What follows belongs to an exercise in optimizing a design on an open flow for small area; a production flow would make more cautious choices.
The RTL was checked by simulation tests, not by an equivalence proof against the original design.
Power figures rest on the tool's default switching activity, not on a simulated workload.

==> flow/design.v (outline; a module is shown in full before it is edited, if it fits) <==
// module Controller: 797 lines
// module LoadPEMemory: 283 lines
// module SavePEOutput: 77 lines
// module AddressGenerator: 70 lines
// module NNDescriptionTableAccess: 13 lines
// module ControlUnitIntegrated: 385 lines
// module BufMem: 16 lines
// module NeuronArchitecture: 188 lines
module NeuronArchitecture(
  input         clock,
  input         reset,
  input         io_neuron_architecture_in_controller_reset,
  input         io_neuron_architecture_in_interconnect_new_datapoint_ready,
  input         io_neuron_architecture_in_interconnect_load_ready,
  input  [17:0] io_neuron_architecture_in_interconnect_memory_output,
  output [17:0] io_neuron_architecture_out_interconnect_loading_layer,
  output [17:0] io_neuron_architecture_out_interconnect_loading_activation,
  output        io_neuron_architecture_out_interconnect_load_request,
  output [17:0] io_neuron_architecture_out_interconnect_load_read_address,
  output        io_neuron_architecture_out_load_new_data_request,
  output        io_neuron_architecture_out_result_valid,
  output [17:0] io_neuron_architecture_out_result_address,
  output [17:0] io_neuron_architecture_out_result_data
);
  // ...
==> flow/nn_description_table.mem <==
1010
1111
1010
1000
0110
0100
0100
0011
0011
0010
0001
0
0
0
0
0
0
0
0
0
0
0
0
0
0
0
0
0
0
0
0
0
==> flow/sigmoidlut.mem <==
0001000001
0001000001
0001000001
0001000001
0001000001
0001000010
0001000010
0001000010
0001000010
0001000011
0001000011
0001000011
0001000011
0001000100
0001000100
0001000100
0001000100
0001000101
0001000101
0001000101
0001000101
0001000110
0001000110
0001000110
0001000110
0001000111
0001000111
0001000111
0001000111
0001001000
0001001000
0001001000
0001001000
0001001001
0001001001
0001001001
0001001001
0001001010
0001001010
0001001010
0001001010
0001001011
0001001011
0001001011
0001001011
0001001100
0001001100
0001001100
0001001100
0001001101
0001001101
0001001101
0001001101
0001001110
0001001110
0001001110
0001001110
0001001111
0001001111
0001001111
0001001111
0001001111
0001010000
0001010000
0001010000
0001010000
0001010001
0001010001
0001010001
0001010001
0001010010
0001010010
0001010010
0001010010
0001010011
0001010011
0001010011
0001010011
0001010011
0001010100
0001010100
0001010100
0001010100
0001010101
0001010101
0001010101
0001010101
0001010101
0001010110
0001010110
0001010110
0001010110
0001010111
0001010111
0001010111
0001010111
0001010111
0001011000
0001011000
0001011000
0001011000
0001011001
0001011001
0001011001
0001011001
0001011001
0001011010
0001011010
0001011010
0001011010
0001011010
0001011011
0001011011
0001011011
0001011011
0001011011
0001011100
0001011100
0001011100
0001011100
0001011100
0001011101
0001011101
0001011101
0001011101
0001011101
0001011110
0001011110
0001011110
0001011110
0001011110
0001011111
0001011111
0001011111
0001011111
0001011111
0001100000
0001100000
0001100000
0001100000
0001100000
0001100001
0001100001
0001100001
0001100001
0001100001
0001100001
0001100010
0001100010
0001100010
0001100010
0001100010
0001100011
0001100011
0001100011
0001100011
0001100011
0001100011
0001100100
0001100100
0001100100
0001100100
0001100100
0001100101
0001100101
0001100101
0001100101
0001100101
0001100101
0001100110
0001100110
0001100110
0001100110
0001100110
0001100110
0001100111
0001100111
0001100111
0001100111
0001100111
0001100111
0001100111
0001101000
0001101000
0001101000
0001101000
0001101000
0001101000
0001101001
0001101001
0001101001
0001101001
0001101001
0001101001
0001101001
0001101010
0001101010
0001101010
0001101010
0001101010
0001101010
0001101010
0001101011
0001101011
0001101011
0001101011
0001101011
0001101011
0001101011
0001101100
0001101100
0001101100
0001101100
0001101100
0001101100
0001101100
0001101101
0001101101
0001101101
0001101101
0001101101
0001101101
0001101101
0001101101
0001101110
0001101110
0001101110
0001101110
0001101110
0001101110
0001101110
0001101110
0001101111
0001101111
0001101111
0001101111
0001101111
0001101111
0001101111
0001101111
0001101111
0001110000
0001110000
0001110000
0001110000
0001110000
0001110000
0001110000
0001110000
0001110000
0001110001
0001110001
0001110001
0001110001
0001110001
0001110001
0001110001
0001110001
0001110001
0001110010
0001110010
0001110010
0001110010
0001110010
0001110010
0001110010
0001110010
0001110010
0001110010
0001110011
0001110011
0001110011
0001110011
0001110011
0001110011
0001110011
0001110011
0001110011
0001110011
0001110011
0001110100
0001110100
0001110100
0001110100
0001110100
0001110100
0001110100
0001110100
0001110100
0001110100
0001110100
0001110101
0001110101
0001110101
0001110101
0001110101
0001110101
0001110101
0001110101
0001110101
0001110101
0001110101
0001110101
0001110110
0001110110
0001110110
0001110110
0001110110
0001110110
0001110110
0001110110
0001110110
0001110110
0001110110
0001110110
0001110110
0001110111
0001110111
0001110111
0001110111
0001110111
0001110111
0001110111
0001110111
0001110111
0001110111
0001110111
0001110111
0001110111
0001110111
0001110111
0001111000
0001111000
0001111000
0001111000
0001111000
0001111000
0001111000
0001111000
0001111000
0001111000
0001111000
0001111000
0001111000
0001111000
0001111000
0001111000
0001111001
0001111001
0001111001
0001111001
0001111001
0001111001
0001111001
0001111001
0001111001
0001111001
0001111001
0001111001
0001111001
0001111001
0001111001
0001111001
0001111001
0001111001
0001111010
0001111010
0001111010
0001111010
0001111010
0001111010
0001111010
0001111010
0001111010
0001111010
0001111010
0001111010
0001111010
0001111010
0001111010
0001111010
0001111010
0001111010
0001111010
0001111010
0001111010
0001111011
0001111011
0001111011
0001111011
0001111011
0001111011
0001111011
0001111011
0001111011
0001111011
0001111011
0001111011
0001111011
0001111011
0001111011
0001111011
0001111011
0001111011
0001111011
0001111011
0001111011
0001111011
0001111011
0001111011
0001111100
0001111100
0001111100
0001111100
0001111100
0001111100
0001111100
0001111100
0001111100
0001111100
0001111100
0001111100
0001111100
0001111100
0001111100
0001111100
0001111100
0001111100
0001111100
0001111100
0001111100
0001111100
0001111100
0001111100
0001111100
0001111100
0001111100
0001111100
0001111100
0001111100
0001111101
0001111101
0001111101
0001111101
0001111101
0001111101
0001111101
0001111101
0001111101
0001111101
0001111101
0001111101
0001111101
0001111101
0001111101
0001111101
0001111101
0001111101
0001111101
0001111101
0001111101
0001111101
0001111101
0001111101
0001111101
0001111101
0001111101
0001111101
0001111101
0001111101
0001111101
0001111101
0001111101
0001111101
0001111101
0001111101
0001111101
0001111101
0001111110
0001111110
0001111110
0001111110
0001111110
0001111110
0001111110
0001111110
0001111110
0001111110
0001111110
0001111110
0001111110
0001111110
0001111110
0001111110
0001111110
0001111110
0001111110
0001111110
0001111110
0001111110
0001111110
0001111110
0001111110
0001111110
0001111110
0001111110
0001111110
0001111110
0001111110
0001111110
0001111110
0001111110
0000000011
0000000011
0000000011
0000000011
0000000011
0000000011
0000000011
0000000011
0000000011
0000000011
0000000011
0000000011
0000000011
0000000011
0000000011
0000000011
0000000011
0000000011
0000000011
0000000011
0000000011
0000000011
0000000011
0000000011
0000000011
0000000011
0000000011
0000000011
0000000011
0000000011
0000000011
0000000011
0000000011
0000000011
0000000011
0000000100
0000000100
0000000100
0000000100
0000000100
0000000100
0000000100
0000000100
0000000100
0000000100
0000000100
0000000100
0000000100
0000000100
0000000100
0000000100
0000000100
0000000100
0000000100
0000000100
0000000100
0000000100
0000000100
0000000100
0000000100
0000000100
0000000100
0000000100
0000000100
0000000100
0000000100
0000000100
0000000100
0000000100
0000000100
0000000100
0000000100
0000000100
0000000101
0000000101
0000000101
0000000101
0000000101
0000000101
0000000101
0000000101
0000000101
0000000101
0000000101
0000000101
0000000101
0000000101
0000000101
0000000101
0000000101
0000000101
0000000101
0000000101
0000000101
0000000101
0000000101
0000000101
0000000101
0000000101
0000000101
0000000101
0000000101
0000000101
0000000110
0000000110
0000000110
0000000110
0000000110
0000000110
0000000110
0000000110
0000000110
0000000110
0000000110
0000000110
0000000110
0000000110
0000000110
0000000110
0000000110
0000000110
0000000110
0000000110
0000000110
0000000110
0000000110
0000000110
0000000111
0000000111
0000000111
0000000111
0000000111
0000000111
0000000111
0000000111
0000000111
0000000111
0000000111
0000000111
0000000111
0000000111
0000000111
0000000111
0000000111
0000000111
0000000111
0000000111
0000000111
0000001000
0000001000
0000001000
0000001000
0000001000
0000001000
0000001000
0000001000
0000001000
0000001000
0000001000
0000001000
0000001000
0000001000
0000001000
0000001000
0000001000
0000001000
0000001001
0000001001
0000001001
0000001001
0000001001
0000001001
0000001001
0000001001
0000001001
0000001001
0000001001
0000001001
0000001001
0000001001
0000001001
0000001001
0000001010
0000001010
0000001010
0000001010
0000001010
0000001010
0000001010
0000001010
0000001010
0000001010
0000001010
0000001010
0000001010
0000001010
0000001010
0000001011
0000001011
0000001011
0000001011
0000001011
0000001011
0000001011
0000001011
0000001011
0000001011
0000001011
0000001011
0000001011
0000001100
0000001100
0000001100
0000001100
0000001100
0000001100
0000001100
0000001100
0000001100
0000001100
0000001100
0000001100
0000001101
0000001101
0000001101
0000001101
0000001101
0000001101
0000001101
0000001101
0000001101
0000001101
0000001101
0000001110
0000001110
0000001110
0000001110
0000001110
0000001110
0000001110
0000001110
0000001110
0000001110
0000001110
0000001111
0000001111
0000001111
0000001111
0000001111
0000001111
0000001111
0000001111
0000001111
0000001111
0000010000
0000010000
0000010000
0000010000
0000010000
0000010000
0000010000
0000010000
0000010000
0000010001
0000010001
0000010001
0000010001
0000010001
0000010001
0000010001
0000010001
0000010001
0000010010
0000010010
0000010010
0000010010
0000010010
0000010010
0000010010
0000010010
0000010010
0000010011
0000010011
0000010011
0000010011
0000010011
0000010011
0000010011
0000010011
0000010100
0000010100
0000010100
0000010100
0000010100
0000010100
0000010100
0000010100
0000010101
0000010101
0000010101
0000010101
0000010101
0000010101
0000010101
0000010110
0000010110
0000010110
0000010110
0000010110
0000010110
0000010110
0000010111
0000010111
0000010111
0000010111
0000010111
0000010111
0000010111
0000011000
0000011000
0000011000
0000011000
0000011000
0000011000
0000011000
0000011001
0000011001
0000011001
0000011001
0000011001
0000011001
0000011010
0000011010
0000011010
0000011010
0000011010
0000011010
0000011010
0000011011
0000011011
0000011011
0000011011
0000011011
0000011011
0000011100
0000011100
0000011100
0000011100
0000011100
0000011100
0000011101
0000011101
0000011101
0000011101
0000011101
0000011110
0000011110
0000011110
0000011110
0000011110
0000011110
0000011111
0000011111
0000011111
0000011111
0000011111
0000100000
0000100000
0000100000
0000100000
0000100000
0000100000
0000100001
0000100001
0000100001
0000100001
0000100001
0000100010
0000100010
0000100010
0000100010
0000100010
0000100011
0000100011
0000100011
0000100011
0000100011
0000100100
0000100100
0000100100
0000100100
0000100100
0000100101
0000100101
0000100101
0000100101
0000100101
0000100110
0000100110
0000100110
0000100110
0000100110
0000100111
0000100111
0000100111
0000100111
0000100111
0000101000
0000101000
0000101000
0000101000
0000101000
0000101001
0000101001
0000101001
0000101001
0000101010
0000101010
0000101010
0000101010
0000101010
0000101011
0000101011
0000101011
0000101011
0000101100
0000101100
0000101100
0000101100
0000101100
0000101101
0000101101
0000101101
0000101101
0000101110
0000101110
0000101110
0000101110
0000101110
0000101111
0000101111
0000101111
0000101111
0000110000
0000110000
0000110000
0000110000
0000110001
0000110001
0000110001
0000110001
0000110010
0000110010
0000110010
0000110010
0000110010
0000110011
0000110011
0000110011
0000110011
0000110100
0000110100
0000110100
0000110100
0000110101
0000110101
0000110101
0000110101
0000110110
0000110110
0000110110
0000110110
0000110111
0000110111
0000110111
0000110111
0000111000
0000111000
0000111000
0000111000
0000111001
0000111001
0000111001
0000111001
0000111010
0000111010
0000111010
0000111010
0000111011
0000111011
0000111011
0000111011
0000111100
0000111100
0000111100
0000111100
0000111101
0000111101
0000111101
0000111101
0000111110
0000111110
0000111110
0000111110
0000111111
0000111111
0000111111
0000111111
0001000000
0001000000
0001000000
0001000000
==> flow/run.sh <==
#!/bin/bash
# synth_recipe.tcl (not shown) runs the flow's synth.tcl, then flattens the netlist and writes it again
# the make line also repeats each setting of config.mk as NAME=value (left out here)
make -C /OpenROAD-flow-scripts/flow DESIGN_CONFIG=/design/flow/config.mk WORK_HOME=/design/flow/orfs CLKGATE_MAP_FILE= SYNTH_SCRIPT=/design/flow/synth_recipe.tcl finish
==> flow/config.mk <==
export PLATFORM = sky130hd
export DESIGN_NAME = NeuronArchitecture
export DESIGN_NICKNAME = NeuronArchitecture
export VERILOG_FILES = /design/flow/design.v
export SDC_FILE = /design/flow/constraint.sdc
export NUM_CORES = 4
export LEC_CHECK = 0
export ABC_AREA = 1
export CAP_MARGIN = 20
export CORE_MARGIN = 2
export CORE_UTILIZATION = 40
export SLEW_MARGIN = 20
export SYNTH_MEMORY_MAX_BITS = 16384
==> flow/constraint.sdc <==
create_clock -name core_clock -period 12.0 [get_ports {clock}]
set_input_delay 2.4000 -clock core_clock [delete_from_list [all_inputs] [get_ports {clock}]]
set_output_delay 2.4000 -clock core_clock [all_outputs]
set_load 0.01 [all_outputs]
==> impl_metrics.json, run 1 <==
{
  "worst_pin_slew_ps": 1134,
  "most-common-layout-cells": "nand2_1, edfxtp_1, inv_1",
  "synth.distinct_cells": 70,
  "cp-endpoint": "acc1_0[9]$_DFFE_PN_",
  "reg2regPathDepth": 42,
  "intPower_mw": 17.65,
  "synthMostInstantiatedCell": "nand2_1",
  "route.met2.wl_um": 225000,
  "crit_slowest_cell": "o311ai_1",
  "numCtsBuffers": 323,
  "r2r_slack_ps": 760,
  "holdPathStages": 0,
  "synth_flop_cell": "edfxtp_1",
  "end_kind": "register",
  "start_util_pct": 40.13,
  "p_leak_nw": 72.18,
  "p_sw_share_pct": 25.94,
  "synthTopCellsByArea": "edfxtp_1, fa_1, nand2_1",
  "min_from": "control_unit.controller.write_memoryUnits_3[1]$_SDFFCE_PP0P_",
  "pg_comb_mw": 2.39,
  "wl_met3_um": 39230,
  "pwr_density_cell_mw_per_mm2": 130.3,
  "finalPower_mw": 23.84,
  "status": "complete, no violations",
  "seq_area_mm2": 0.08765,
  "ctsResizeCount": 0
}
==> run 2, diff against run 1 <==
--- a/flow/design.v
+++ b/flow/design.v
@@ -1739,91 +1739,619 @@
   assign io_neuron_architecture_out_interconnect_load_request = control_unit_io_controlUnit_out_interconnect_load_request;
   assign io_neuron_architecture_out_interconnect_load_read_address = control_unit_io_controlUnit_out_interconnect_load_read_address;
   assign io_neuron_architecture_out_load_new_data_request = control_unit_io_controlUnit_out_load_new_data_request;
   reg [3:0] rap;
   always @(posedge clock) rap <= control_unit_io_controlUnit_out_Address[3:0];
   wire dp_we = control_unit_io_controlUnit_out_datapoint_memory_write_enable;
   reg [17:0] dpm [0:15];
   always @(posedge clock) if (dp_we) dpm[control_unit_io_controlUnit_out_datapoint_memory_write_address[3:0]] <= control_unit_io_controlUnit_out_datapoint_memory_write_data;
-  wire [17:0] dp_rd = dpm[rap];
+  wire [15:0] roh = 16'h1 << rap;
+  reg [17:0] dp_rd;
+  integer i;
+  always @* begin
+    dp_rd = 18'h0;
+    for (i = 0; i < 16; i = i + 1) dp_rd = dp_rd | (dpm[i] & {18{roh[i]}});
+  end
   wire [3:0] w_wa = control_unit_io_controlUnit_out_weight_buffer_memory_write_address[3:0];
   wire [17:0] w_wd = control_unit_io_controlUnit_out_weight_buffer_memory_write_data;
   wire bias = control_unit_io_controlUnit_out_bias_valid;
   wire nrst = control_unit_io_controlUnit_out_neuron_reset;
   wire [17:0] op1 = bias ? {dp_rd[5:0], 12'h0} : dp_rd;
   reg [17:0] wa0 [0:15];
   reg [17:0] wb0 [0:15];
   always @(posedge clock) begin
     if (control_unit_io_controlUnit_out_write_memoryUnits_0[0]) wa0[w_wa] <= w_wd;
     if (control_unit_io_controlUnit_out_write_memoryUnits_0[1]) wb0[w_wa] <= w_wd;
   end
   wire [1:0] re0 = control_unit_io_controlUnit_out_read_memoryUnits_0;
-  wire [17:0] op2_0 = re0 == 2'h1 ? wa0[rap] : re0 == 2'h2 ? wb0[rap] : 18'h0;
-  wire [26:0] prod0 = $signed(op1) * $signed(op2_0);
-  wire [26:0] mul0 = nrst ? 27'h0 : prod0;
+  wire [15:0] sa0 = roh & {16{re0 == 2'h1}};
+  wire [15:0] sb0 = roh & {16{re0 == 2'h2}};
+  reg [17:0] op2_0;
+  integer i0;
+  always @* begin
+    op2_0 = 18'h0;
+    for (i0 = 0; i0 < 16; i0 = i0 + 1) op2_0 = op2_0 | (wa0[i0] & {18{sa0[i0]}}) | (wb0[i0] & {18{sb0[i0]}});
+  end
   reg [26:0] acc0;
   reg [9:0] acc1_0;
-  wire [26:0] sum0 = acc0 + mul0;
+  wire [26:0] sum0;
+  booth_mac27 mac0 (.a(op2_0), .b(op1), .c(acc0), .y(sum0));
   always @(posedge clock) begin
     acc0 <= nrst ? 27'h0 : sum0;
     if (bias) acc1_0 <= sum0[26:17];
   end
   reg [17:0] wa1 [0:15];
   reg [17:0] wb1 [0:15];
   always @(posedge clock) begin
     if (control_unit_io_controlUnit_out_write_memoryUnits_1[0]) wa1[w_wa] <= w_wd;
     if (control_unit_io_controlUnit_out_write_memoryUnits_1[1]) wb1[w_wa] <= w_wd;
   end
   wire [1:0] re1 = control_unit_io_controlUnit_out_read_memoryUnits_1;
-  wire [17:0] op2_1 = re1 == 2'h1 ? wa1[rap] : re1 == 2'h2 ? wb1[rap] : 18'h0;
-  wire [26:0] prod1 = $signed(op1) * $signed(op2_1);
-  wire [26:0] mul1 = nrst ? 27'h0 : prod1;
+  wire [15:0] sa1 = roh & {16{re1 == 2'h1}};
+  wire [15:0] sb1 = roh & {16{re1 == 2'h2}};
+  reg [17:0] op2_1;
+  integer i1;
+  always @* begin
+    op2_1 = 18'h0;
+    for (i1 = 0; i1 < 16; i1 = i1 + 1) op2_1 = op2_1 | (wa1[i1] & {18{sa1[i1]}}) | (wb1[i1] & {18{sb1[i1]}});
+  end
   reg [26:0] acc1;
   reg [9:0] acc1_1;
-  wire [26:0] sum1 = acc1 + mul1;
+  wire [26:0] sum1;
+  booth_mac27 mac1 (.a(op2_1), .b(op1), .c(acc1), .y(sum1));
   always @(posedge clock) begin
     acc1 <= nrst ? 27'h0 : sum1;
     if (bias) acc1_1 <= sum1[26:17];
   end
   reg [17:0] wa2 [0:15];
   reg [17:0] wb2 [0:15];
   always @(posedge clock) begin
     if (control_unit_io_controlUnit_out_write_memoryUnits_2[0]) wa2[w_wa] <= w_wd;
     if (control_unit_io_controlUnit_out_write_memoryUnits_2[1]) wb2[w_wa] <= w_wd;
   end
   wire [1:0] re2 = control_unit_io_controlUnit_out_read_memoryUnits_2;
-  wire [17:0] op2_2 = re2 == 2'h1 ? wa2[rap] : re2 == 2'h2 ? wb2[rap] : 18'h0;
-  wire [26:0] prod2 = $signed(op1) * $signed(op2_2);
-  wire [26:0] mul2 = nrst ? 27'h0 : prod2;
+  wire [15:0] sa2 = roh & {16{re2 == 2'h1}};
+  wire [15:0] sb2 = roh & {16{re2 == 2'h2}};
+  reg [17:0] op2_2;
+  integer i2;
+  always @* begin
+    op2_2 = 18'h0;
+    for (i2 = 0; i2 < 16; i2 = i2 + 1) op2_2 = op2_2 | (wa2[i2] & {18{sa2[i2]}}) | (wb2[i2] & {18{sb2[i2]}});
+  end
   reg [26:0] acc2;
   reg [9:0] acc1_2;
-  wire [26:0] sum2 = acc2 + mul2;
+  wire [26:0] sum2;
+  booth_mac27 mac2 (.a(op2_2), .b(op1), .c(acc2), .y(sum2));
   always @(posedge clock) begin
     acc2 <= nrst ? 27'h0 : sum2;
     if (bias) acc1_2 <= sum2[26:17];
   end
   reg [17:0] wa3 [0:15];
   reg [17:0] wb3 [0:15];
   always @(posedge clock) begin
     if (control_unit_io_controlUnit_out_write_memoryUnits_3[0]) wa3[w_wa] <= w_wd;
     if (control_unit_io_controlUnit_out_write_memoryUnits_3[1]) wb3[w_wa] <= w_wd;
   end
   wire [1:0] re3 = control_unit_io_controlUnit_out_read_memoryUnits_3;
-  wire [17:0] op2_3 = re3 == 2'h1 ? wa3[rap] : re3 == 2'h2 ? wb3[rap] : 18'h0;
-  wire [26:0] prod3 = $signed(op1) * $signed(op2_3);
-  wire [26:0] mul3 = nrst ? 27'h0 : prod3;
+  wire [15:0] sa3 = roh & {16{re3 == 2'h1}};
+  wire [15:0] sb3 = roh & {16{re3 == 2'h2}};
+  reg [17:0] op2_3;
+  integer i3;
+  always @* begin
+    op2_3 = 18'h0;
+    for (i3 = 0; i3 < 16; i3 = i3 + 1) op2_3 = op2_3 | (wa3[i3] & {18{sa3[i3]}}) | (wb3[i3] & {18{sb3[i3]}});
+  end
   reg [26:0] acc3;
   reg [9:0] acc1_3;
-  wire [26:0] sum3 = acc3 + mul3;
+  wire [26:0] sum3;
+  booth_mac27 mac3 (.a(op2_3), .b(op1), .c(acc3), .y(sum3));
   always @(posedge clock) begin
     acc3 <= nrst ? 27'h0 : sum3;
     if (bias) acc1_3 <= sum3[26:17];
   end
   reg [9:0] sig_lut [0:1023];
   initial $readmemb("sigmoidlut.mem", sig_lut);
   wire [9:0] sig_idx = save_stage == 2'h0 ? acc1_0 : save_stage == 2'h1 ? acc1_1 : save_stage == 2'h2 ? acc1_2 : acc1_3;
   wire [9:0] sig = sig_lut[sig_idx];
   assign control_unit_io_controlUnit_in_PE_outputs_0 = {3'h0, sig, 5'h0};
   assign control_unit_io_controlUnit_in_PE_outputs_1 = 18'h0;
   assign control_unit_io_controlUnit_in_PE_outputs_2 = 18'h0;
   assign control_unit_io_controlUnit_in_PE_outputs_3 = 18'h0;
 endmodule
+module booth_mac27(input [17:0] a, input [17:0] b, input [26:0] c, output [26:0] y);
+  wire one1 = b[0] ^ 1'b0;
+  wire two2 = (b[1] & ~b[0] & ~1'b0) | (~b[1] & b[0] & 1'b0);
+  wire neg3 = b[1];
+  wire pp4 = ((one1 & a[0])) ^ neg3;
+  wire pp5 = ((one1 & a[1]) | (two2 & a[0])) ^ neg3;
+  wire pp6 = ((one1 & a[2]) | (two2 & a[1])) ^ neg3;
+  wire pp7 = ((one1 & a[3]) | (two2 & a[2])) ^ neg3;
+  wire pp8 = ((one1 & a[4]) | (two2 & a[3])) ^ neg3;
+  wire pp9 = ((one1 & a[5]) | (two2 & a[4])) ^ neg3;
+  wire pp10 = ((one1 & a[6]) | (two2 & a[5])) ^ neg3;
+  wire pp11 = ((one1 & a[7]) | (two2 & a[6])) ^ neg3;
+  wire pp12 = ((one1 & a[8]) | (two2 & a[7])) ^ neg3;
+  wire pp13 = ((one1 & a[9]) | (two2 & a[8])) ^ neg3;
+  wire pp14 = ((one1 & a[10]) | (two2 & a[9])) ^ neg3;
+  wire pp15 = ((one1 & a[11]) | (two2 & a[10])) ^ neg3;
+  wire pp16 = ((one1 & a[12]) | (two2 & a[11])) ^ neg3;
+  wire pp17 = ((one1 & a[13]) | (two2 & a[12])) ^ neg3;
+  wire pp18 = ((one1 & a[14]) | (two2 & a[13])) ^ neg3;
+  wire pp19 = ((one1 & a[15]) | (two2 & a[14])) ^ neg3;
+  wire pp20 = ((one1 & a[16]) | (two2 & a[15])) ^ neg3;
+  wire pp21 = ((one1 & a[17]) | (two2 & a[16])) ^ neg3;
+  wire pp22 = ((one1 & a[17]) | (two2 & a[17])) ^ neg3;
+  wire ns23 = ~pp22;
+  wire one24 = b[2] ^ b[1];
+  wire two25 = (b[3] & ~b[2] & ~b[1]) | (~b[3] & b[2] & b[1]);
+  wire neg26 = b[3];
+  wire pp27 = ((one24 & a[0])) ^ neg26;
+  wire pp28 = ((one24 & a[1]) | (two25 & a[0])) ^ neg26;
+  wire pp29 = ((one24 & a[2]) | (two25 & a[1])) ^ neg26;
+  wire pp30 = ((one24 & a[3]) | (two25 & a[2])) ^ neg26;
+  wire pp31 = ((one24 & a[4]) | (two25 & a[3])) ^ neg26;
+  wire pp32 = ((one24 & a[5]) | (two25 & a[4])) ^ neg26;
+  wire pp33 = ((one24 & a[6]) | (two25 & a[5])) ^ neg26;
+  wire pp34 = ((one24 & a[7]) | (two25 & a[6])) ^ neg26;
+  wire pp35 = ((one24 & a[8]) | (two25 & a[7])) ^ neg26;
+  wire pp36 = ((one24 & a[9]) | (two25 & a[8])) ^ neg26;
+  wire pp37 = ((one24 & a[10]) | (two25 & a[9])) ^ neg26;
+  wire pp38 = ((one24 & a[11]) | (two25 & a[10])) ^ neg26;
+  wire pp39 = ((one24 & a[12]) | (two25 & a[11])) ^ neg26;
+  wire pp40 = ((one24 & a[13]) | (two25 & a[12])) ^ neg26;
+  wire pp41 = ((one24 & a[14]) | (two25 & a[13])) ^ neg26;
+  wire pp42 = ((one24 & a[15]) | (two25 & a[14])) ^ neg26;
+  wire pp43 = ((one24 & a[16]) | (two25 & a[15])) ^ neg26;
+  wire pp44 = ((one24 & a[17]) | (two25 & a[16])) ^ neg26;
+  wire pp45 = ((one24 & a[17]) | (two25 & a[17])) ^ neg26;
+  wire ns46 = ~pp45;
+  wire one47 = b[4] ^ b[3];
+  wire two48 = (b[5] & ~b[4] & ~b[3]) | (~b[5] & b[4] & b[3]);
+  wire neg49 = b[5];
+  wire pp50 = ((one47 & a[0])) ^ neg49;
+  wire pp51 = ((one47 & a[1]) | (two48 & a[0])) ^ neg49;
+  wire pp52 = ((one47 & a[2]) | (two48 & a[1])) ^ neg49;
+  wire pp53 = ((one47 & a[3]) | (two48 & a[2])) ^ neg49;
+  wire pp54 = ((one47 & a[4]) | (two48 & a[3])) ^ neg49;
+  wire pp55 = ((one47 & a[5]) | (two48 & a[4])) ^ neg49;
+  wire pp56 = ((one47 & a[6]) | (two48 & a[5])) ^ neg49;
+  wire pp57 = ((one47 & a[7]) | (two48 & a[6])) ^ neg49;
+  wire pp58 = ((one47 & a[8]) | (two48 & a[7])) ^ neg49;
+  wire pp59 = ((one47 & a[9]) | (two48 & a[8])) ^ neg49;
+  wire pp60 = ((one47 & a[10]) | (two48 & a[9])) ^ neg49;
+  wire pp61 = ((one47 & a[11]) | (two48 & a[10])) ^ neg49;
+  wire pp62 = ((one47 & a[12]) | (two48 & a[11])) ^ neg49;
+  wire pp63 = ((one47 & a[13]) | (two48 & a[12])) ^ neg49;
+  wire pp64 = ((one47 & a[14]) | (two48 & a[13])) ^ neg49;
+  wire pp65 = ((one47 & a[15]) | (two48 & a[14])) ^ neg49;
+  wire pp66 = ((one47 & a[16]) | (two48 & a[15])) ^ neg49;
+  wire pp67 = ((one47 & a[17]) | (two48 & a[16])) ^ neg49;
+  wire pp68 = ((one47 & a[17]) | (two48 & a[17])) ^ neg49;
+  wire ns69 = ~pp68;
+  wire one70 = b[6] ^ b[5];
+  wire two71 = (b[7] & ~b[6] & ~b[5]) | (~b[7] & b[6] & b[5]);
+  wire neg72 = b[7];
+  wire pp73 = ((one70 & a[0])) ^ neg72;
+  wire pp74 = ((one70 & a[1]) | (two71 & a[0])) ^ neg72;
+  wire pp75 = ((one70 & a[2]) | (two71 & a[1])) ^ neg72;
+  wire pp76 = ((one70 & a[3]) | (two71 & a[2])) ^ neg72;
+  wire pp77 = ((one70 & a[4]) | (two71 & a[3])) ^ neg72;
+  wire pp78 = ((one70 & a[5]) | (two71 & a[4])) ^ neg72;
+  wire pp79 = ((one70 & a[6]) | (two71 & a[5])) ^ neg72;
+  wire pp80 = ((one70 & a[7]) | (two71 & a[6])) ^ neg72;
+  wire pp81 = ((one70 & a[8]) | (two71 & a[7])) ^ neg72;
+  wire pp82 = ((one70 & a[9]) | (two71 & a[8])) ^ neg72;
+  wire pp83 = ((one70 & a[10]) | (two71 & a[9])) ^ neg72;
+  wire pp84 = ((one70 & a[11]) | (two71 & a[10])) ^ neg72;
+  wire pp85 = ((one70 & a[12]) | (two71 & a[11])) ^ neg72;
+  wire pp86 = ((one70 & a[13]) | (two71 & a[12])) ^ neg72;
+  wire pp87 = ((one70 & a[14]) | (two71 & a[13])) ^ neg72;
+  wire pp88 = ((one70 & a[15]) | (two71 & a[14])) ^ neg72;
+  wire pp89 = ((one70 & a[16]) | (two71 & a[15])) ^ neg72;
+  wire pp90 = ((one70 & a[17]) | (two71 & a[16])) ^ neg72;
+  wire pp91 = ((one70 & a[17]) | (two71 & a[17])) ^ neg72;
+  wire ns92 = ~pp91;
+  wire one93 = b[8] ^ b[7];
+  wire two94 = (b[9] & ~b[8] & ~b[7]) | (~b[9] & b[8] & b[7]);
+  wire neg95 = b[9];
+  wire pp96 = ((one93 & a[0])) ^ neg95;
+  wire pp97 = ((one93 & a[1]) | (two94 & a[0])) ^ neg95;
+  wire pp98 = ((one93 & a[2]) | (two94 & a[1])) ^ neg95;
+  wire pp99 = ((one93 & a[3]) | (two94 & a[2])) ^ neg95;
+  wire pp100 = ((one93 & a[4]) | (two94 & a[3])) ^ neg95;
+  wire pp101 = ((one93 & a[5]) | (two94 & a[4])) ^ neg95;
+  wire pp102 = ((one93 & a[6]) | (two94 & a[5])) ^ neg95;
+  wire pp103 = ((one93 & a[7]) | (two94 & a[6])) ^ neg95;
+  wire pp104 = ((one93 & a[8]) | (two94 & a[7])) ^ neg95;
+  wire pp105 = ((one93 & a[9]) | (two94 & a[8])) ^ neg95;
+  wire pp106 = ((one93 & a[10]) | (two94 & a[9])) ^ neg95;
+  wire pp107 = ((one93 & a[11]) | (two94 & a[10])) ^ neg95;
+  wire pp108 = ((one93 & a[12]) | (two94 & a[11])) ^ neg95;
+  wire pp109 = ((one93 & a[13]) | (two94 & a[12])) ^ neg95;
+  wire pp110 = ((one93 & a[14]) | (two94 & a[13])) ^ neg95;
+  wire pp111 = ((one93 & a[15]) | (two94 & a[14])) ^ neg95;
+  wire pp112 = ((one93 & a[16]) | (two94 & a[15])) ^ neg95;
+  wire pp113 = ((one93 & a[17]) | (two94 & a[16])) ^ neg95;
+  wire pp114 = ((one93 & a[17]) | (two94 & a[17])) ^ neg95;
+  wire ns115 = ~pp114;
+  wire one116 = b[10] ^ b[9];
+  wire two117 = (b[11] & ~b[10] & ~b[9]) | (~b[11] & b[10] & b[9]);
+  wire neg118 = b[11];
+  wire pp119 = ((one116 & a[0])) ^ neg118;
+  wire pp120 = ((one116 & a[1]) | (two117 & a[0])) ^ neg118;
+  wire pp121 = ((one116 & a[2]) | (two117 & a[1])) ^ neg118;
+  wire pp122 = ((one116 & a[3]) | (two117 & a[2])) ^ neg118;
+  wire pp123 = ((one116 & a[4]) | (two117 & a[3])) ^ neg118;
+  wire pp124 = ((one116 & a[5]) | (two117 & a[4])) ^ neg118;
+  wire pp125 = ((one116 & a[6]) | (two117 & a[5])) ^ neg118;
+  wire pp126 = ((one116 & a[7]) | (two117 & a[6])) ^ neg118;
+  wire pp127 = ((one116 & a[8]) | (two117 & a[7])) ^ neg118;
+  wire pp128 = ((one116 & a[9]) | (two117 & a[8])) ^ neg118;
+  wire pp129 = ((one116 & a[10]) | (two117 & a[9])) ^ neg118;
+  wire pp130 = ((one116 & a[11]) | (two117 & a[10])) ^ neg118;
+  wire pp131 = ((one116 & a[12]) | (two117 & a[11])) ^ neg118;
+  wire pp132 = ((one116 & a[13]) | (two117 & a[12])) ^ neg118;
+  wire pp133 = ((one116 & a[14]) | (two117 & a[13])) ^ neg118;
+  wire pp134 = ((one116 & a[15]) | (two117 & a[14])) ^ neg118;
+  wire pp135 = ((one116 & a[16]) | (two117 & a[15])) ^ neg118;
+  wire one136 = b[12] ^ b[11];
+  wire two137 = (b[13] & ~b[12] & ~b[11]) | (~b[13] & b[12] & b[11]);
+  wire neg138 = b[13];
+  wire pp139 = ((one136 & a[0])) ^ neg138;
+  wire pp140 = ((one136 & a[1]) | (two137 & a[0])) ^ neg138;
+  wire pp141 = ((one136 & a[2]) | (two137 & a[1])) ^ neg138;
+  wire pp142 = ((one136 & a[3]) | (two137 & a[2])) ^ neg138;
+  wire pp143 = ((one136 & a[4]) | (two137 & a[3])) ^ neg138;
+  wire pp144 = ((one136 & a[5]) | (two137 & a[4])) ^ neg138;
+  wire pp145 = ((one136 & a[6]) | (two137 & a[5])) ^ neg138;
+  wire pp146 = ((one136 & a[7]) | (two137 & a[6])) ^ neg138;
+  wire pp147 = ((one136 & a[8]) | (two137 & a[7])) ^ neg138;
+  wire pp148 = ((one136 & a[9]) | (two137 & a[8])) ^ neg138;
+  wire pp149 = ((one136 & a[10]) | (two137 & a[9])) ^ neg138;
+  wire pp150 = ((one136 & a[11]) | (two137 & a[10])) ^ neg138;
+  wire pp151 = ((one136 & a[12]) | (two137 & a[11])) ^ neg138;
+  wire pp152 = ((one136 & a[13]) | (two137 & a[12])) ^ neg138;
+  wire pp153 = ((one136 & a[14]) | (two137 & a[13])) ^ neg138;
+  wire one154 = b[14] ^ b[13];
+  wire two155 = (b[15] & ~b[14] & ~b[13]) | (~b[15] & b[14] & b[13]);
+  wire neg156 = b[15];
+  wire pp157 = ((one154 & a[0])) ^ neg156;
+  wire pp158 = ((one154 & a[1]) | (two155 & a[0])) ^ neg156;
+  wire pp159 = ((one154 & a[2]) | (two155 & a[1])) ^ neg156;
+  wire pp160 = ((one154 & a[3]) | (two155 & a[2])) ^ neg156;
+  wire pp161 = ((one154 & a[4]) | (two155 & a[3])) ^ neg156;
+  wire pp162 = ((one154 & a[5]) | (two155 & a[4])) ^ neg156;
+  wire pp163 = ((one154 & a[6]) | (two155 & a[5])) ^ neg156;
+  wire pp164 = ((one154 & a[7]) | (two155 & a[6])) ^ neg156;
+  wire pp165 = ((one154 & a[8]) | (two155 & a[7])) ^ neg156;
+  wire pp166 = ((one154 & a[9]) | (two155 & a[8])) ^ neg156;
+  wire pp167 = ((one154 & a[10]) | (two155 & a[9])) ^ neg156;
+  wire pp168 = ((one154 & a[11]) | (two155 & a[10])) ^ neg156;
+  wire pp169 = ((one154 & a[12]) | (two155 & a[11])) ^ neg156;
+  wire one170 = b[16] ^ b[15];
+  wire two171 = (b[17] & ~b[16] & ~b[15]) | (~b[17] & b[16] & b[15]);
+  wire neg172 = b[17];
+  wire pp173 = ((one170 & a[0])) ^ neg172;
+  wire pp174 = ((one170 & a[1]) | (two171 & a[0])) ^ neg172;
+  wire pp175 = ((one170 & a[2]) | (two171 & a[1])) ^ neg172;
+  wire pp176 = ((one170 & a[3]) | (two171 & a[2])) ^ neg172;
+  wire pp177 = ((one170 & a[4]) | (two171 & a[3])) ^ neg172;
+  wire pp178 = ((one170 & a[5]) | (two171 & a[4])) ^ neg172;
+  wire pp179 = ((one170 & a[6]) | (two171 & a[5])) ^ neg172;
+  wire pp180 = ((one170 & a[7]) | (two171 & a[6])) ^ neg172;
+  wire pp181 = ((one170 & a[8]) | (two171 & a[7])) ^ neg172;
+  wire pp182 = ((one170 & a[9]) | (two171 & a[8])) ^ neg172;
+  wire pp183 = ((one170 & a[10]) | (two171 & a[9])) ^ neg172;
+  wire s184 = pp18 ^ pp39;
+  wire co185 = pp18 & pp39;
+  wire s186 = pp19 ^ pp40;
+  wire co187 = pp19 & pp40;
+  wire s188 = pp20 ^ pp41 ^ pp62;
+  wire co189 = (pp20 & pp41) | (pp20 & pp62) | (pp41 & pp62);
+  wire s190 = pp83 ^ pp104;
+  wire co191 = pp83 & pp104;
+  wire s192 = pp21 ^ pp42 ^ pp63;
+  wire co193 = (pp21 & pp42) | (pp21 & pp63) | (pp42 & pp63);
+  wire s194 = pp84 ^ pp105;
+  wire co195 = pp84 & pp105;
+  wire s196 = ns23 ^ pp43 ^ pp64;
+  wire co197 = (ns23 & pp43) | (ns23 & pp64) | (pp43 & pp64);
+  wire s198 = pp85 ^ pp106 ^ pp127;
+  wire co199 = (pp85 & pp106) | (pp85 & pp127) | (pp106 & pp127);
+  wire s200 = pp44 ^ pp65 ^ pp86;
+  wire co201 = (pp44 & pp65) | (pp44 & pp86) | (pp65 & pp86);
+  wire s202 = pp107 ^ pp128;
+  wire co203 = pp107 & pp128;
+  wire s204 = ns46 ^ pp66 ^ pp87;
+  wire co205 = (ns46 & pp66) | (ns46 & pp87) | (pp66 & pp87);
+  wire s206 = pp67 ^ pp88;
+  wire co207 = pp67 & pp88;
+  wire s208 = pp12 ^ pp33;
+  wire co209 = pp12 & pp33;
+  wire s210 = pp13 ^ pp34;
+  wire co211 = pp13 & pp34;
+  wire s212 = pp14 ^ pp35 ^ pp56;
+  wire co213 = (pp14 & pp35) | (pp14 & pp56) | (pp35 & pp56);
+  wire s214 = pp77 ^ pp98;
+  wire co215 = pp77 & pp98;
+  wire s216 = pp15 ^ pp36 ^ pp57;
+  wire co217 = (pp15 & pp36) | (pp15 & pp57) | (pp36 & pp57);
+  wire s218 = pp78 ^ pp99;
+  wire co219 = pp78 & pp99;
+  wire s220 = pp16 ^ pp37 ^ pp58;
+  wire co221 = (pp16 & pp37) | (pp16 & pp58) | (pp37 & pp58);
+  wire s222 = pp79 ^ pp100 ^ pp121;
+  wire co223 = (pp79 & pp100) | (pp79 & pp121) | (pp100 & pp121);
+  wire s224 = pp139 ^ neg138;
+  wire co225 = pp139 & neg138;
+  wire s226 = pp17 ^ pp38 ^ pp59;
+  wire co227 = (pp17 & pp38) | (pp17 & pp59) | (pp38 & pp59);
+  wire s228 = pp80 ^ pp101 ^ pp122;
+  wire co229 = (pp80 & pp101) | (pp80 & pp122) | (pp101 & pp122);
+  wire s230 = pp140 ^ c[13];
+  wire co231 = pp140 & c[13];
+  wire s232 = s184 ^ pp60 ^ pp81;
+  wire co233 = (s184 & pp60) | (s184 & pp81) | (pp60 & pp81);
+  wire s234 = pp102 ^ pp123 ^ pp141;
+  wire co235 = (pp102 & pp123) | (pp102 & pp141) | (pp123 & pp141);
+  wire s236 = pp157 ^ neg156 ^ c[14];
+  wire co237 = (pp157 & neg156) | (pp157 & c[14]) | (neg156 & c[14]);
+  wire s238 = co185 ^ s186 ^ pp61;
+  wire co239 = (co185 & s186) | (co185 & pp61) | (s186 & pp61);
+  wire s240 = pp82 ^ pp103 ^ pp124;
+  wire co241 = (pp82 & pp103) | (pp82 & pp124) | (pp103 & pp124);
+  wire s242 = pp142 ^ pp158 ^ c[15];
+  wire co243 = (pp142 & pp158) | (pp142 & c[15]) | (pp158 & c[15]);
+  wire s244 = co187 ^ s188 ^ s190;
+  wire co245 = (co187 & s188) | (co187 & s190) | (s188 & s190);
+  wire s246 = pp125 ^ pp143 ^ pp159;
+  wire co247 = (pp125 & pp143) | (pp125 & pp159) | (pp143 & pp159);
+  wire s248 = pp173 ^ neg172 ^ c[16];
+  wire co249 = (pp173 & neg172) | (pp173 & c[16]) | (neg172 & c[16]);
+  wire s250 = co189 ^ co191 ^ s192;
+  wire co251 = (co189 & co191) | (co189 & s192) | (co191 & s192);
+  wire s252 = s194 ^ pp126 ^ pp144;
+  wire co253 = (s194 & pp126) | (s194 & pp144) | (pp126 & pp144);
+  wire s254 = pp160 ^ pp174 ^ c[17];
+  wire co255 = (pp160 & pp174) | (pp160 & c[17]) | (pp174 & c[17]);
+  wire s256 = co193 ^ co195 ^ s196;
+  wire co257 = (co193 & co195) | (co193 & s196) | (co195 & s196);
+  wire s258 = s198 ^ pp145 ^ pp161;
+  wire co259 = (s198 & pp145) | (s198 & pp161) | (pp145 & pp161);
+  wire s260 = pp175 ^ c[18] ^ 1'b1;
+  wire co261 = (pp175 & c[18]) | (pp175 & 1'b1) | (c[18] & 1'b1);
+  wire s262 = co197 ^ co199 ^ s200;
+  wire co263 = (co197 & co199) | (co197 & s200) | (co199 & s200);
+  wire s264 = s202 ^ pp146 ^ pp162;
+  wire co265 = (s202 & pp146) | (s202 & pp162) | (pp146 & pp162);
+  wire s266 = pp176 ^ c[19] ^ 1'b1;
+  wire co267 = (pp176 & c[19]) | (pp176 & 1'b1) | (c[19] & 1'b1);
+  wire s268 = co201 ^ co203 ^ s204;
+  wire co269 = (co201 & co203) | (co201 & s204) | (co203 & s204);
+  wire s270 = pp108 ^ pp129 ^ pp147;
+  wire co271 = (pp108 & pp129) | (pp108 & pp147) | (pp129 & pp147);
+  wire s272 = pp163 ^ pp177 ^ c[20];
+  wire co273 = (pp163 & pp177) | (pp163 & c[20]) | (pp177 & c[20]);
+  wire s274 = co205 ^ s206 ^ pp109;
+  wire co275 = (co205 & s206) | (co205 & pp109) | (s206 & pp109);
+  wire s276 = pp130 ^ pp148 ^ pp164;
+  wire co277 = (pp130 & pp148) | (pp130 & pp164) | (pp148 & pp164);
+  wire s278 = pp178 ^ c[21] ^ 1'b1;
+  wire co279 = (pp178 & c[21]) | (pp178 & 1'b1) | (c[21] & 1'b1);
+  wire s280 = co207 ^ ns69 ^ pp89;
+  wire co281 = (co207 & ns69) | (co207 & pp89) | (ns69 & pp89);
+  wire s282 = pp110 ^ pp131 ^ pp149;
+  wire co283 = (pp110 & pp131) | (pp110 & pp149) | (pp131 & pp149);
+  wire s284 = pp165 ^ pp179 ^ c[22];
+  wire co285 = (pp165 & pp179) | (pp165 & c[22]) | (pp179 & c[22]);
+  wire s286 = pp90 ^ pp111 ^ pp132;
+  wire co287 = (pp90 & pp111) | (pp90 & pp132) | (pp111 & pp132);
+  wire s288 = pp150 ^ pp166 ^ pp180;
+  wire co289 = (pp150 & pp166) | (pp150 & pp180) | (pp166 & pp180);
+  wire s290 = c[23] ^ 1'b1;
+  wire co291 = c[23] & 1'b1;
+  wire s292 = ns92 ^ pp112 ^ pp133;
+  wire co293 = (ns92 & pp112) | (ns92 & pp133) | (pp112 & pp133);
+  wire s294 = pp151 ^ pp167 ^ pp181;
+  wire co295 = (pp151 & pp167) | (pp151 & pp181) | (pp167 & pp181);
+  wire s296 = pp113 ^ pp134 ^ pp152;
+  wire co297 = (pp113 & pp134) | (pp113 & pp152) | (pp134 & pp152);
+  wire s298 = pp168 ^ pp182;
+  wire co299 = pp168 & pp182;
+  wire s300 = ns115 ^ pp135 ^ pp153;
+  wire co301 = (ns115 & pp135) | (ns115 & pp153) | (pp135 & pp153);
+  wire s302 = pp8 ^ pp29;
+  wire co303 = pp8 & pp29;
+  wire s304 = pp9 ^ pp30;
+  wire co305 = pp9 & pp30;
+  wire s306 = pp10 ^ pp31 ^ pp52;
+  wire co307 = (pp10 & pp31) | (pp10 & pp52) | (pp31 & pp52);
+  wire s308 = pp73 ^ neg72;
+  wire co309 = pp73 & neg72;
+  wire s310 = pp11 ^ pp32 ^ pp53;
+  wire co311 = (pp11 & pp32) | (pp11 & pp53) | (pp32 & pp53);
+  wire s312 = pp74 ^ c[7];
+  wire co313 = pp74 & c[7];
+  wire s314 = s208 ^ pp54 ^ pp75;
+  wire co315 = (s208 & pp54) | (s208 & pp75) | (pp54 & pp75);
+  wire s316 = pp96 ^ neg95 ^ c[8];
+  wire co317 = (pp96 & neg95) | (pp96 & c[8]) | (neg95 & c[8]);
+  wire s318 = co209 ^ s210 ^ pp55;
+  wire co319 = (co209 & s210) | (co209 & pp55) | (s210 & pp55);
+  wire s320 = pp76 ^ pp97 ^ c[9];
+  wire co321 = (pp76 & pp97) | (pp76 & c[9]) | (pp97 & c[9]);
+  wire s322 = co211 ^ s212 ^ s214;
+  wire co323 = (co211 & s212) | (co211 & s214) | (s212 & s214);
+  wire s324 = pp119 ^ neg118 ^ c[10];
+  wire co325 = (pp119 & neg118) | (pp119 & c[10]) | (neg118 & c[10]);
+  wire s326 = co213 ^ co215 ^ s216;
+  wire co327 = (co213 & co215) | (co213 & s216) | (co215 & s216);
+  wire s328 = s218 ^ pp120 ^ c[11];
+  wire co329 = (s218 & pp120) | (s218 & c[11]) | (pp120 & c[11]);
+  wire s330 = co217 ^ co219 ^ s220;
+  wire co331 = (co217 & co219) | (co217 & s220) | (co219 & s220);
+  wire s332 = s222 ^ s224 ^ c[12];
+  wire co333 = (s222 & s224) | (s222 & c[12]) | (s224 & c[12]);
+  wire s334 = co221 ^ co223 ^ co225;
+  wire co335 = (co221 & co223) | (co221 & co225) | (co223 & co225);
+  wire s336 = s226 ^ s228 ^ s230;
+  wire co337 = (s226 & s228) | (s226 & s230) | (s228 & s230);
+  wire s338 = co227 ^ co229 ^ co231;
+  wire co339 = (co227 & co229) | (co227 & co231) | (co229 & co231);
+  wire s340 = s232 ^ s234 ^ s236;
+  wire co341 = (s232 & s234) | (s232 & s236) | (s234 & s236);
+  wire s342 = co233 ^ co235 ^ co237;
+  wire co343 = (co233 & co235) | (co233 & co237) | (co235 & co237);
+  wire s344 = s238 ^ s240 ^ s242;
+  wire co345 = (s238 & s240) | (s238 & s242) | (s240 & s242);
+  wire s346 = co239 ^ co241 ^ co243;
+  wire co347 = (co239 & co241) | (co239 & co243) | (co241 & co243);
+  wire s348 = s244 ^ s246 ^ s248;
+  wire co349 = (s244 & s246) | (s244 & s248) | (s246 & s248);
+  wire s350 = co245 ^ co247 ^ co249;
+  wire co351 = (co245 & co247) | (co245 & co249) | (co247 & co249);
+  wire s352 = s250 ^ s252 ^ s254;
+  wire co353 = (s250 & s252) | (s250 & s254) | (s252 & s254);
+  wire s354 = co251 ^ co253 ^ co255;
+  wire co355 = (co251 & co253) | (co251 & co255) | (co253 & co255);
+  wire s356 = s256 ^ s258 ^ s260;
+  wire co357 = (s256 & s258) | (s256 & s260) | (s258 & s260);
+  wire s358 = co257 ^ co259 ^ co261;
+  wire co359 = (co257 & co259) | (co257 & co261) | (co259 & co261);
+  wire s360 = s262 ^ s264 ^ s266;
+  wire co361 = (s262 & s264) | (s262 & s266) | (s264 & s266);
+  wire s362 = co263 ^ co265 ^ co267;
+  wire co363 = (co263 & co265) | (co263 & co267) | (co265 & co267);
+  wire s364 = s268 ^ s270 ^ s272;
+  wire co365 = (s268 & s270) | (s268 & s272) | (s270 & s272);
+  wire s366 = co269 ^ co271 ^ co273;
+  wire co367 = (co269 & co271) | (co269 & co273) | (co271 & co273);
+  wire s368 = s274 ^ s276 ^ s278;
+  wire co369 = (s274 & s276) | (s274 & s278) | (s276 & s278);
+  wire s370 = co275 ^ co277 ^ co279;
+  wire co371 = (co275 & co277) | (co275 & co279) | (co277 & co279);
+  wire s372 = s280 ^ s282 ^ s284;
+  wire co373 = (s280 & s282) | (s280 & s284) | (s282 & s284);
+  wire s374 = co281 ^ co283 ^ co285;
+  wire co375 = (co281 & co283) | (co281 & co285) | (co283 & co285);
+  wire s376 = s286 ^ s288 ^ s290;
+  wire co377 = (s286 & s288) | (s286 & s290) | (s288 & s290);
+  wire s378 = co287 ^ co289 ^ co291;
+  wire co379 = (co287 & co289) | (co287 & co291) | (co289 & co291);
+  wire s380 = s292 ^ s294 ^ c[24];
+  wire co381 = (s292 & s294) | (s292 & c[24]) | (s294 & c[24]);
+  wire s382 = co293 ^ co295 ^ s296;
+  wire co383 = (co293 & co295) | (co293 & s296) | (co295 & s296);
+  wire s384 = s298 ^ c[25] ^ 1'b1;
+  wire co385 = (s298 & c[25]) | (s298 & 1'b1) | (c[25] & 1'b1);
+  wire s386 = co297 ^ co299 ^ s300;
+  wire co387 = (co297 & co299) | (co297 & s300) | (co299 & s300);
+  wire s388 = pp169 ^ pp183 ^ c[26];
+  wire co389 = (pp169 & pp183) | (pp169 & c[26]) | (pp183 & c[26]);
+  wire s390 = pp6 ^ pp27;
+  wire co391 = pp6 & pp27;
+  wire s392 = pp7 ^ pp28;
+  wire co393 = pp7 & pp28;
+  wire s394 = s302 ^ pp50 ^ neg49;
+  wire co395 = (s302 & pp50) | (s302 & neg49) | (pp50 & neg49);
+  wire s396 = co303 ^ s304 ^ pp51;
+  wire co397 = (co303 & s304) | (co303 & pp51) | (s304 & pp51);
+  wire s398 = co305 ^ s306 ^ s308;
+  wire co399 = (co305 & s306) | (co305 & s308) | (s306 & s308);
+  wire s400 = co307 ^ co309 ^ s310;
+  wire co401 = (co307 & co309) | (co307 & s310) | (co309 & s310);
+  wire s402 = co311 ^ co313 ^ s314;
+  wire co403 = (co311 & co313) | (co311 & s314) | (co313 & s314);
+  wire s404 = co315 ^ co317 ^ s318;
+  wire co405 = (co315 & co317) | (co315 & s318) | (co317 & s318);
+  wire s406 = co319 ^ co321 ^ s322;
+  wire co407 = (co319 & co321) | (co319 & s322) | (co321 & s322);
+  wire s408 = co323 ^ co325 ^ s326;
+  wire co409 = (co323 & co325) | (co323 & s326) | (co325 & s326);
+  wire s410 = co327 ^ co329 ^ s330;
+  wire co411 = (co327 & co329) | (co327 & s330) | (co329 & s330);
+  wire s412 = co331 ^ co333 ^ s334;
+  wire co413 = (co331 & co333) | (co331 & s334) | (co333 & s334);
+  wire s414 = co335 ^ co337 ^ s338;
+  wire co415 = (co335 & co337) | (co335 & s338) | (co337 & s338);
+  wire s416 = co339 ^ co341 ^ s342;
+  wire co417 = (co339 & co341) | (co339 & s342) | (co341 & s342);
+  wire s418 = co343 ^ co345 ^ s346;
+  wire co419 = (co343 & co345) | (co343 & s346) | (co345 & s346);
+  wire s420 = co347 ^ co349 ^ s350;
+  wire co421 = (co347 & co349) | (co347 & s350) | (co349 & s350);
+  wire s422 = co351 ^ co353 ^ s354;
+  wire co423 = (co351 & co353) | (co351 & s354) | (co353 & s354);
+  wire s424 = co355 ^ co357 ^ s358;
+  wire co425 = (co355 & co357) | (co355 & s358) | (co357 & s358);
+  wire s426 = co359 ^ co361 ^ s362;
+  wire co427 = (co359 & co361) | (co359 & s362) | (co361 & s362);
+  wire s428 = co363 ^ co365 ^ s366;
+  wire co429 = (co363 & co365) | (co363 & s366) | (co365 & s366);
+  wire s430 = co367 ^ co369 ^ s370;
+  wire co431 = (co367 & co369) | (co367 & s370) | (co369 & s370);
+  wire s432 = co371 ^ co373 ^ s374;
+  wire co433 = (co371 & co373) | (co371 & s374) | (co373 & s374);
+  wire s434 = co375 ^ co377 ^ s378;
+  wire co435 = (co375 & co377) | (co375 & s378) | (co377 & s378);
+  wire s436 = co379 ^ co381 ^ s382;
+  wire co437 = (co379 & co381) | (co379 & s382) | (co381 & s382);
+  wire s438 = co383 ^ co385 ^ s386;
+  wire co439 = (co383 & co385) | (co383 & s386) | (co385 & s386);
+  wire s440 = pp4 ^ neg3;
+  wire co441 = pp4 & neg3;
+  wire s442 = pp5 ^ c[1];
+  wire co443 = pp5 & c[1];
+  wire s444 = s390 ^ neg26 ^ c[2];
+  wire co445 = (s390 & neg26) | (s390 & c[2]) | (neg26 & c[2]);
+  wire s446 = co391 ^ s392 ^ c[3];
+  wire co447 = (co391 & s392) | (co391 & c[3]) | (s392 & c[3]);
+  wire s448 = co393 ^ s394 ^ c[4];
+  wire co449 = (co393 & s394) | (co393 & c[4]) | (s394 & c[4]);
+  wire s450 = co395 ^ s396 ^ c[5];
+  wire co451 = (co395 & s396) | (co395 & c[5]) | (s396 & c[5]);
+  wire s452 = co397 ^ s398 ^ c[6];
+  wire co453 = (co397 & s398) | (co397 & c[6]) | (s398 & c[6]);
+  wire s454 = co399 ^ s400 ^ s312;
+  wire co455 = (co399 & s400) | (co399 & s312) | (s400 & s312);
+  wire s456 = co401 ^ s402 ^ s316;
+  wire co457 = (co401 & s402) | (co401 & s316) | (s402 & s316);
+  wire s458 = co403 ^ s404 ^ s320;
+  wire co459 = (co403 & s404) | (co403 & s320) | (s404 & s320);
+  wire s460 = co405 ^ s406 ^ s324;
+  wire co461 = (co405 & s406) | (co405 & s324) | (s406 & s324);
+  wire s462 = co407 ^ s408 ^ s328;
+  wire co463 = (co407 & s408) | (co407 & s328) | (s408 & s328);
+  wire s464 = co409 ^ s410 ^ s332;
+  wire co465 = (co409 & s410) | (co409 & s332) | (s410 & s332);
+  wire s466 = co411 ^ s412 ^ s336;
+  wire co467 = (co411 & s412) | (co411 & s336) | (s412 & s336);
+  wire s468 = co413 ^ s414 ^ s340;
+  wire co469 = (co413 & s414) | (co413 & s340) | (s414 & s340);
+  wire s470 = co415 ^ s416 ^ s344;
+  wire co471 = (co415 & s416) | (co415 & s344) | (s416 & s344);
+  wire s472 = co417 ^ s418 ^ s348;
+  wire co473 = (co417 & s418) | (co417 & s348) | (s418 & s348);
+  wire s474 = co419 ^ s420 ^ s352;
+  wire co475 = (co419 & s420) | (co419 & s352) | (s420 & s352);
+  wire s476 = co421 ^ s422 ^ s356;
+  wire co477 = (co421 & s422) | (co421 & s356) | (s422 & s356);
+  wire s478 = co423 ^ s424 ^ s360;
+  wire co479 = (co423 & s424) | (co423 & s360) | (s424 & s360);
+  wire s480 = co425 ^ s426 ^ s364;
+  wire co481 = (co425 & s426) | (co425 & s364) | (s426 & s364);
+  wire s482 = co427 ^ s428 ^ s368;
+  wire co483 = (co427 & s428) | (co427 & s368) | (s428 & s368);
+  wire s484 = co429 ^ s430 ^ s372;
+  wire co485 = (co429 & s430) | (co429 & s372) | (s430 & s372);
+  wire s486 = co431 ^ s432 ^ s376;
+  wire co487 = (co431 & s432) | (co431 & s376) | (s432 & s376);
+  wire s488 = co433 ^ s434 ^ s380;
+  wire co489 = (co433 & s434) | (co433 & s380) | (s434 & s380);
+  wire s490 = co435 ^ s436 ^ s384;
+  wire co491 = (co435 & s436) | (co435 & s384) | (s436 & s384);
+  wire s492 = co437 ^ s438 ^ s388;
+  wire co493 = (co437 & s438) | (co437 & s388) | (s438 & s388);
+  wire [26:0] r0 = {co491, co489, co487, co485, co483, co481, co479, co477, co475, co473, co471, co469, co467, co465, co463, co461, co459, co457, co455, co453, co451, co449, co447, co445, co443, co441, s440};
+  wire [26:0] r1 = {s492, s490, s488, s486, s484, s482, s480, s478, s476, s474, s472, s470, s468, s466, s464, s462, s460, s458, s456, s454, s452, s450, s448, s446, s444, s442, c[0]};
+  assign y = r0 + r1;
+endmodule
==> flow/config.mk (replaced) <==
export PLATFORM = sky130hd
export DESIGN_NAME = NeuronArchitecture
export DESIGN_NICKNAME = NeuronArchitecture
export VERILOG_FILES = /design/flow/design.v
export SDC_FILE = /design/flow/constraint.sdc
export NUM_CORES = 4
export LEC_CHECK = 0
export CAP_MARGIN = 20
export CORE_MARGIN = 2
export CORE_UTILIZATION = 40
export CTS_CLUSTER_DIAMETER = 100
export CTS_CLUSTER_SIZE = 24
export SLEW_MARGIN = 20
export SYNTH_MEMORY_MAX_BITS = 16384
==> impl_metrics.json, run 2 <==
{
  "synth.distinct_cells": 121,
  "die_height_um": 612.6,
  "rr_endpoint": "acc1_1[9]$_DFFE_PP_",
  "fin_setup_tns_ps": 0,
  "num_rows": 223,
  "numCtsBuffers": 156,
  "grt_max_degree": 97,
  "grt_pass1_vias": 101385,
  "cp.depth": 29,
  "clk_latency_ps": 950,
  "synthMostInstantiatedCell": "edfxtp_1",
  "pwr_density_cell_mw_per_mm2": 182.0,
  "ys_ff_latch": 3001,
  "rsz0062_at_grt": "no",
  "r2r_slack_ps": 1640,
  "finalHoldViolations": 0,
  "synthCells": 11424,
  "worst_pin_slew_ps": 1265,
  "io_buffers": 53,
  "setup_viol": 0,
  "design_area_mm2": 0.1615,
  "clkTransAtPathRegs_ps": 100,
  "yosysWarnings": 7,
  "postSynthAreaPerCell_um2": 12.97,
  "core_mm2": 0.3689,
  "crit_arrival_ps": 11000,
  "clock_skew_ps": 106.0,
  "most-common-layout-cells": "edfxtp_1, a22oi_1, inv_1",
  "netlist_top_cells_count": "edfxtp_1, a22oi_1, inv_1",
  "vias": 105970,
  "cap_violations": 0,
  "gp_congestion": 0.9694,
  "grt_pass1_wl_um": 789900,
  "period_needed_ps": 10360,
  "root_buffer": "clkbuf_16",
  "drtIter0Drc": 17393,
  "wl_um": 569500,
  "cts_sinks": 3001,
  "synthTopCellsByArea": "edfxtp_1, fa_1, a22oi_1",
  "synthArstFlopShare_pct": 0,
  "clk_path_buf_depth": 4,
  "avgViaCountPerCell": 6.476,
  "netlist_area_mm2": 0.1482,
  "synth_edf_count": 2753,
  "vdd_drop_max_mv": 0.3577,
  "h-tree-depth": 4,
  "layout_commonest_cell": "edfxtp_1",
  "cp_top_family": "compound AO/OA/AOI/OAI gates",
  "io_pins": 116,
  "ant_nets": 0,
  "fin_nets": 12098,
  "yosysTopAreaCellShare_pct": 55.80,
  "end_kind": "register",
  "p_leak_nw": 49.43,
  "ctsResizeCount": 0,
  "reg2regPathDepth": 29,
  "cp.required_ps": 12650,
  "crit_slowest_cell": "dfxtp_4",
  "remaining_drc_errors": 0,
  "grt.total_usage_pct": 29.63,
  "nFillCells": 33324,
  "crit_buf_inv": 7,
  "cpPeakStageDelay_ps": 880,
  "wire_per_inst_um": 34.80,
  "drive_gt1_share_pct": 9.502,
  "grt_overflow": 0,
  "cts_tree": "yes",
  "start_kind": "register",
  "post_cts_buffers": 0,
  "rr_startpoint": "rap[2]$_DFF_P_",
  "relSlewSlack_pct": 15.69,
  "status": "complete, no violations",
  "postCtsHoldBufs": 0,
  "area_delta_synth_final_pct": 8.978,
  "fmax_mhz": 96.57,
  "critPathKind": "register to register",
  "post-dp-hpwl_um": 369900,
  "dr.pass1.iters": 8,
  "fin_crit_sh_pct": 86.30,
  "hp-class": "register to register",
  "yosysSeqAreaShare_pct": 59.15,
  "yosysTopAreaCell": "edfxtp_1",
  "placed_area_mm2": 0.1567,
  "antenna_found_initial": 35,
  "die_width_um": 612.6,
  "synth_flop_cell": "edfxtp_1",
  "drv_slew": 0,
  "critPathLaunch": "rap[2]$_DFF_P_",
  "start_util_pct": 40.16,
  "cp-endpoint": "acc1_1[9]$_DFFE_PP_",
  "worstPathMaxFanout": 48,
  "die_area_mm2": 0.3753
}
-- run 2: cell count changes in the layout (fill, tap and decap cells not counted), sizes merged, moves of 494 or more --
cell   change
a22oi    +870
fa       -494
inv     -1306
nand2   -2433
nand3    -887
nor2    -1061
o21ai    -678
-- run 2: power breakdown --
group	internal (mW)	total [mW]	switching, mW
Clock	2.52	6.05	3.53
Sequential	11.6	11.6	0.00672
Combinational	4.19	11.7	7.53
Total	18.3	29.4	11.1
-- run 2: how the worst min path moves through the flow --
stage	depth (start not counted)	start	to	slack, ps
floorplan	0	control_unit.address_generator.Address[0]$_SDFFE_PP0P_	rap[0]$_DFF_P_	370
global placement	0	control_unit.controller.write_memoryUnits_2[1]$_SDFFCE_PP0P_	register	410
detailed placement	0	control_unit.controller.write_memoryUnits_2[1]$_SDFFCE_PP0P_	register	400
CTS	0	control_unit.controller.write_memoryUnits_1[0]$_DFFE_PP_	register	430
global route	0	control_unit.controller.write_memoryUnits_3[0]$_DFFE_PP_	register	440
finish	0	control_unit.controller.write_memoryUnits_1[0]$_DFFE_PP_	register	430
-- run 2: routing by layer --
metal | GRT usage, % | up-vias | wire (um)
met3 | 7.139 | 1623 | 71490
met5 | 0 | - | 162
met2 | 45.14 | 8030 | 251300
li1 | - | 42639 | -
met4 | 17.19 | 24 | 39150
met1 | 38.60 | 53654 | 207400
-- run 2: area by class of cell --
type / count / area [um^2] / area share [%]
Multi-Input combinational cell: 6849 / 55470 / 34.36
Tap cell: 4950 / 6193 / 3.836
Inverter: 750 / 2820 / 1.747
Timing Repair Buffer: 547 / 4629 / 2.867
Sequential cell: 3001 / 87650 / 54.29
Clock inverter: 27 / 475.5 / 0.2945
Antenna cell: 37 / 92.59 / 0.05735
Clock buffer: 203 / 4123 / 2.554
-- run 2: cells by family after synthesis --
| group | Yosys count | synth area share, % |
|---|---|---|
| xor gates and xnor gates | 635 | 3.824 |
| buffers and inverters | 1635 | 4.624 |
| and+or+nand+nor | 2048 | 6.483 |
| muxes | 256 | 1.927 |
| AOI/OAI and AO/OA | 3021 | 14.68 |
| DFF | 3001 | 59.15 |
| adders and majority gates | 827 | 9.310 |
| other | 1 | 0.002531 |
-- run 2: per-stage QoR --
| step | hold slack [ps] | utilization (%) | setup WS, ps | cells | total power [mW] |
|---|---|---|---|---|---|
| finish | 426.8 | 43.77 | 1644 | 16364 | 29.39 |
| global route | 437.1 | 43.76 | 1342 | 16347 | 30.69 |
| CTS | 428.6 | 43.73 | 1871 | 16325 | 29.19 |
| detailed placement | 404.5 | 42.48 | 1983 | 16095 | 23.28 |
| global placement | 407.5 | 42.47 | 2027 | 16093 | 23.15 |
| floorplan | 368.3 | - | 3266 | 11485 | 19.18 |

==> re-timing with driven ports <==
No port has a modelled driver above. Below, the same layouts with a new extraction and two added sets of constraints.
Step 1, drivers: a clkbuf_16 drives clock and a buf_2 each remaining input, both assumed.
Step 2 also shifts input and output timing later by t, the mid clock arrival at the registers, as if the neighbouring blocks saw the same clock.
a / b / c = ideal ports / drivers / drivers and shift; a / b = the first two.
run | t (ns) | setup slack, ns | hold slack, ns | pins driven straight from the clock port
run 1 | 1.036 | 0.756 / 0.756 / 0.756 | 0.417 / 0.417 / 0.417 | 1
run 2 | 1.008 | 1.644 / 1.644 / 1.644 | 0.427 / 0.427 / 0.427 | 1
After both steps every run listed still meets setup and hold.
